Background: an optimization exercise with open tools, aiming at a short achievable clock period and few clock cycles. Do not read the settings as production practice. Function was checked by simulation only, so behaviour that the tests miss may differ from the original. The flow treats the clock pin as an ideal source, which a real chip does not have. Power and IR drop assume default switching activity.

==> raven <==
## microP
module microP(
    input clk,
    input reset,
    output [7:0] imem_addr,
    input [16:0] imem_data,
    output [7:0] dmem_addr,
    output [7:0] dmem_wdata,
    output dmem_we,
    input [7:0] dmem_rdata,
    input [7:0] data_in,
    output out_we,
    output [7:0] data_out_col,
    output [7:0] data_out_addr
    );
clock: 5.0 ns
lec_check: 0
cap_margin: 20
core_margin: 2
core_utilization: 40
place_density: 0.6
setup_slack_margin: 3.0
slew_margin: 20
synth_hierarchical: 1
synth_minimum_keep_size: 0
tns_end_percent: 100
standard.sh (not shown) runs the stock make flow with config.mk's settings and CLKGATE_MAP_FILE= SYNTH_SCRIPT=/design/flow/synth_recipe.tcl, a recipe that flattens the netlist after the stock synthesis.
==> flow/flow/run.sh <==
#!/bin/bash
# The standard layout (standard.sh), with two changes to how it is made:
# the resizer may swap a cell for one of another footprint, and the port
# buffers are buf_4 cells (the standard flow's default is a delay buffer).
set -euo pipefail
bash standard.sh MATCH_CELL_FOOTPRINT=0 "BUFFER_PORTS_ARGS=-buffer_cell sky130_fd_sc_hd__buf_4" finish > standard_flow.log 2>&1
==> yarrow: changes against raven <==
--- a/flow/design.v
+++ b/flow/design.v
@@ -60,14 +60,16 @@
 wire unused_c2, unused_c2n;
 wire [7:0] unused_n2, unused_p2, unused_g2;
 inc8 INC(.a(PC), .y(PC1));
 add8c1 TGT(.a(PC), .b({{2{imem_data[5]}}, imem_data[5:0]}), .s(target),
          .sn(unused_n2), .cout(unused_c2), .coutn(unused_c2n), .p(unused_p2), .g(unused_g2));
 wire pred_if;
 predict PRD(.op(imem_data[16:12]), .back(imem_data[5]), .taken(pred_if));
+wire pred_if_hi;
+predict_b PRD2(.op(imem_data[16:12]), .back(imem_data[5]), .taken(pred_if_hi));
 wire [7:0] alt_if;
 mux8 ALTM(.s(pred_if), .a(target), .b(PC1), .y(alt_if));
 wire [2:0] dr = IR[11:9];
 wire [2:0] sa = IR[8:6];
 wire [2:0] sb = IR[5:3];
 wire [7:0] ra, rb, ran, rbn;
 wire [7:0] rnz, rnz_unused;
@@ -89,25 +91,26 @@
 wire [7:0] imm;
 decode DEC(.ins(IR), .ok(reset & v_id), .add_e(add_e), .slt_e(slt_e),
            .w(w_d), .mw(MW_d), .ow(OW_d), .cin(cin_d), .add(add_d), .is_jmr(is_jmr),
            .pred(pred_id), .sel(sel_d), .sd(sd_d), .imm(imm), .pre_r(pre_r), .pre_b(pre_b));
 wire stall = stall_q & v_id & reset;
 wire stall_next;
 stall_ahead SA(.ins(imem_data), .ir(IR), .ok(reset & v_id & ~stall), .y(stall_next));
-wire redirect, redirect_n;
+wire redirect, redirect_n, redirect_hi, redirect_n_hi;
 id_ctl CTL(.pre(pre_r), .stall(stall), .fwd_a(fwd_a), .z_add0(z_add0), .z_add1(z_add1),
-           .nz_add(nz_add),
+           .nz_add(nz_add), .redirect_hi(redirect_hi), .redirect_n_hi(redirect_n_hi),
            .zr_a(zr_a), .redirect(redirect), .redirect_n(redirect_n));
 wire [7:0] rpc_n;
 rpc_sel RPC(.jmr_f(is_jmr & fwd_a), .jmr_r(is_jmr & fwd_an), .other(~is_jmr),
             .sum(sum), .ra(ra), .alt(ALT_id), .y_n(rpc_n));
 wire [7:0] next_pc;
 wire en_if = reset & ~stall;
-pc_select PCS(.hold(stall), .en(en_if), .en_n(~en_if), .pred(pred_if),
-              .redirect(redirect), .redirect_n(redirect_n), .pc(PC_id), .target(target),
+pc_select PCS(.hold(stall), .en(en_if), .en_n(~en_if), .pred(pred_if), .pred_hi(pred_if_hi),
+              .redirect(redirect), .redirect_n(redirect_n), .redirect_hi(redirect_hi),
+              .redirect_n_hi(redirect_n_hi), .pc(PC_id), .target(target),
               .pc1(PC1), .rpc_n(rpc_n), .next_pc(next_pc));
 wire [7:0] A_d, B_d, A_do, B_do;
 wire [10:0] pre_a = {add_e, 1'b0, ~add_e, 1'b0, ~add_e & ~slt_e, 1'b0, slt_e, 1'b0, 1'b0, 1'b1, 1'b0};
 opnd_sel OPA(.fwd(fwd_a), .fwd_n(fwd_an), .pre(pre_a),
              .cout(cout), .coutn(coutn), .sum(sum), .sumn(sumn), .fast(fast), .fastn(fastn),
              .imm(8'd0), .r(ra), .rn(ran), .q(A_d), .q2(A_do));
 opnd_sel OPB(.fwd(fwd_b), .fwd_n(fwd_bn), .pre(pre_b),
@@ -144,14 +147,19 @@
 end
 endmodule
 module predict(input [4:0] op, input back, output taken);
 assign taken = (~op[4] & ~op[3] & ~op[2] & op[1]) |
                (op[4] & ~op[3] & ~op[2] & op[1] & op[0] & back) |
                (~op[4] & op[3] & ~op[2] & op[1] & op[0] & back);
 endmodule
+module predict_b(input [4:0] op, input back, output taken);
+assign taken = (~op[4] & ~op[3] & ~op[2] & op[1]) |
+               (op[4] & ~op[3] & ~op[2] & op[1] & op[0] & back) |
+               (~op[4] & op[3] & ~op[2] & op[1] & op[0] & back);
+endmodule
 module and3m(input a, input b, input c, output y);
 assign y = a & b & c;
 endmodule
 module decode(
     input [16:0] ins, input ok, input add_e, input slt_e,
     output w, output mw, output ow, output cin, output add, output is_jmr, output pred,
     output [10:0] sel, output [14:0] sd, output [7:0] imm, output [5:0] pre_r,
@@ -296,42 +304,48 @@
 nor1 N3(.a(a[6]), .b(a[7]), .y(n[3]));
 assign y = ~(n[0] & n[1] & n[2] & n[3]);
 endmodule
 module inv8(input [7:0] a, output [7:0] y);
 assign y = ~a;
 endmodule
 module pc_select(
-    input hold, input en, input en_n, input pred, input redirect, input redirect_n,
+    input hold, input en, input en_n, input pred, input pred_hi,
+    input redirect, input redirect_n, input redirect_hi, input redirect_n_hi,
     input [7:0] pc, input [7:0] target, input [7:0] pc1, input [7:0] rpc_n,
     output [7:0] next_pc
     );
-wire t = en & pred;
+wire t_lo = en & pred;
+wire t_hi = en & pred_hi;
 wire [7:0] a, x_n;
 genvar i;
 generate
     for (i = 0; i < 8; i = i + 1) begin : gb
         ao22 A(.a1(en), .a2(pc1[i]), .b1(hold), .b2(pc[i]), .y(a[i]));
-        mux1i X(.s(t), .a(a[i]), .b(target[i]), .y(x_n[i]));
-        aoi22 M(.a1(redirect), .a2(rpc_n[i]), .b1(redirect_n), .b2(x_n[i]), .y(next_pc[i]));
+        mux1i X(.s(i < 4 ? t_lo : t_hi), .a(a[i]), .b(target[i]), .y(x_n[i]));
+        aoi22 M(.a1(i < 4 ? redirect : redirect_hi), .a2(rpc_n[i]),
+                .b1(i < 4 ? redirect_n : redirect_n_hi), .b2(x_n[i]), .y(next_pc[i]));
     end
 endgenerate
 endmodule
 module oa21(input a1, input a2, input b1, output y);    
 assign y = (a1 | a2) & b1;
 endmodule
 module id_ctl(input [5:0] pre, input stall, input fwd_a, input z_add0, input z_add1,
-              input nz_add, input zr_a, output redirect, output redirect_n);
+              input nz_add, input zr_a, output redirect, output redirect_n,
+              output redirect_hi, output redirect_n_hi);
 wire r1 = pre[2] & ~stall, r0 = pre[1] & ~stall;
 wire rf_n, rf, rr_n, rr;
 a32oi F0(.a1(z_add0), .a2(z_add1), .a3(r1), .b1(nz_add), .b2(r0), .y(rf_n));
 a32o F1(.a1(z_add0), .a2(z_add1), .a3(r1), .b1(nz_add), .b2(r0), .y(rf));
 mux1i MR(.s(zr_a), .a(r0), .b(r1), .y(rr_n));
 mux1i MR1(.s(zr_a), .a(~r0), .b(~r1), .y(rr));
 mux1i M(.s(fwd_a), .a(rr_n), .b(rf_n), .y(redirect));
 mux1i MN(.s(fwd_a), .a(rr), .b(rf), .y(redirect_n));
+mux1i_b M2(.s(fwd_a), .a(rr_n), .b(rf_n), .y(redirect_hi));
+mux1i_b MN2(.s(fwd_a), .a(rr), .b(rf), .y(redirect_n_hi));
 endmodule
 module stall_ahead(input [16:0] ins, input [16:0] ir, input ok, output y);
 wire [4:0] op = ins[16:12];
 wire uses_a = (op == 5'd11) || (op == 5'd19) || (op == 5'd7);
 wire [4:0] eop = ir[16:12];
 wire ew = (eop == 5'd1) || (eop == 5'd15) || (eop == 5'd2) || (eop == 5'd6) || (eop == 5'd8) || (eop == 5'd10) || (eop == 5'd12) ||
           (eop == 5'd13) || (eop == 5'd14) || (eop == 5'd17) || (eop == 5'd18) ||
@@ -415,14 +429,17 @@
 endmodule
 module or1(input a, input b, output y);
 assign y = a | b;
 endmodule
 module mux1i(input s, input a, input b, output y);    
 assign y = ~(s ? b : a);
 endmodule
+module mux1i_b(input s, input a, input b, output y);    
+assign y = ~(s ? b : a);
+endmodule
 module mux1(input s, input a, input b, output y);
 assign y = s ? b : a;
 endmodule
 module mux8(input s, input [7:0] a, input [7:0] b, output [7:0] y);
 assign y = s ? b : a;
 endmodule
 module ao2x8(input s0, input [7:0] d0, input s1, input [7:0] d1, output [7:0] y);
==> flow/flow/run.sh (replaced) <==
#!/bin/bash
# The standard layout (standard.sh), with three changes to how it is made:
# the resizer may swap a cell for one of another footprint, the port buffers
# are buf_4 cells (the standard flow's default is a delay buffer), and after
# clock tree synthesis's setup repair a second repair pass runs
# (flow/post_cts.tcl, through ORFS's POST_CTS_TCL hook).
set -euo pipefail
bash standard.sh MATCH_CELL_FOOTPRINT=0 "BUFFER_PORTS_ARGS=-buffer_cell sky130_fd_sc_hd__buf_4" \
    "POST_CTS_TCL=$(pwd)/flow/post_cts.tcl" finish > standard_flow.log 2>&1
==> flow/flow/post_cts.tcl (new file) <==
# A second setup repair after CTS's own (same margin), then legalize again.
estimate_parasitics -placement
repair_timing -setup -setup_margin $::env(SETUP_SLACK_MARGIN) -repair_tns 100 -verbose
detailed_placement
check_placement -verbose
estimate_parasitics -placement
==> notes <==
- yarrow ran to the end with no violations. raven finished clean.
- Between raven and yarrow, the lower critical path depth is in yarrow (gap 3).
- Against yarrow, the clock-buffer cell count of raven is higher by 5.
- Die area: raven is smaller than yarrow (about 0.6%).
- Of yarrow and raven, yarrow has the higher synthesized cell count (gap 0.80%, measured against raven).
- Against raven, the sequential share of layout area of yarrow is higher by 0.19 points.
- In sequential cell count, yarrow and raven do not differ.
- Of yarrow and raven, yarrow has the higher register-to-register slack (gap 0.03 ns).
- Core utilization: yarrow is lower than raven (0.49 points).
==> figures <==
Result of the run: raven complete, no violations; yarrow complete, no violations
Chip Height: raven 166.5 µm; yarrow 167.0 µm
Longest individual stage delay on the worst path: raven 0.45 ns; yarrow 0.52 ns
Combinational share of power: raven 26.9%; yarrow 27.2%
Hold-critical path endpoint: raven L_e[2]; yarrow L_e[3]
Largest fanout on the critical path: raven 9; yarrow 5
DP Area: raven 0.01122 mm²; yarrow 0.01131 mm²
Half-perimeter wire length after detailed placement: raven 22750 µm; yarrow 22890 µm
Post-placement setup slack: raven 1.994 ns; yarrow 1.925 ns
Power Internal: raven 3.043 mW; yarrow 2.978 mW
Ratio of routed vias to standard cells: raven 5.868; yarrow 5.799
Final routed wirelength across all metal layers: raven 34300 µm; yarrow 33160 µm
Routability congestion estimate: raven 0.9488; yarrow 0.9428
Clk_buf instances: raven 22; yarrow 17
Slew Limit Headroom: raven 36.40%; yarrow 33.18%
Post-layout nets: raven 1226; yarrow 1199
R2R setup slack: raven 2.92 ns; yarrow 2.94 ns
Launch instance of the worst register-to-register path: raven R3[5]; yarrow IR[7]
Testbench counts of raven, summed over its fixed seeds: cycles 51,068.
Testbench counts of yarrow, summed over its fixed seeds: cycles 51,068.

-- re-timing with driven ports --
How much do the figures lean on ideal ports? The routed layouts below were timed once more, with nothing changed but the port constraints. Step 1 (the two cells are an assumption about what drives the block):
set clk [get_ports {clk}]
set_driving_cell -lib_cell sky130_fd_sc_hd__clkbuf_16 $clk
set_driving_cell -lib_cell sky130_fd_sc_hd__buf_2 [delete_from_list [all_inputs] $clk]
Step 2 times the ports against the registers' clock, not the clock port: input delays grow and output delays shrink by t, the midpoint of the rising clock arrivals with the driver on. Three values: ideal ports, drivers, drivers and shift; two values: the first two.
| run | t, ns | setup WS [ns] | slew at the worst register clock pin (ns) | worst data-port slew with drivers (ns) |
|---|---|---|---|---|
| raven | 0.483 | 2.917 / 2.917 / 2.480 | 0.08 / 0.08 | 0.05 |
| yarrow | 0.485 | 2.944 / 2.944 / 2.569 | 0.08 / 0.08 | 0.04 |
After both steps every run listed still meets setup and hold. The setup slack of raven, which loses most, moves by 0.000 ns with the drivers and by -0.437 ns with both steps.
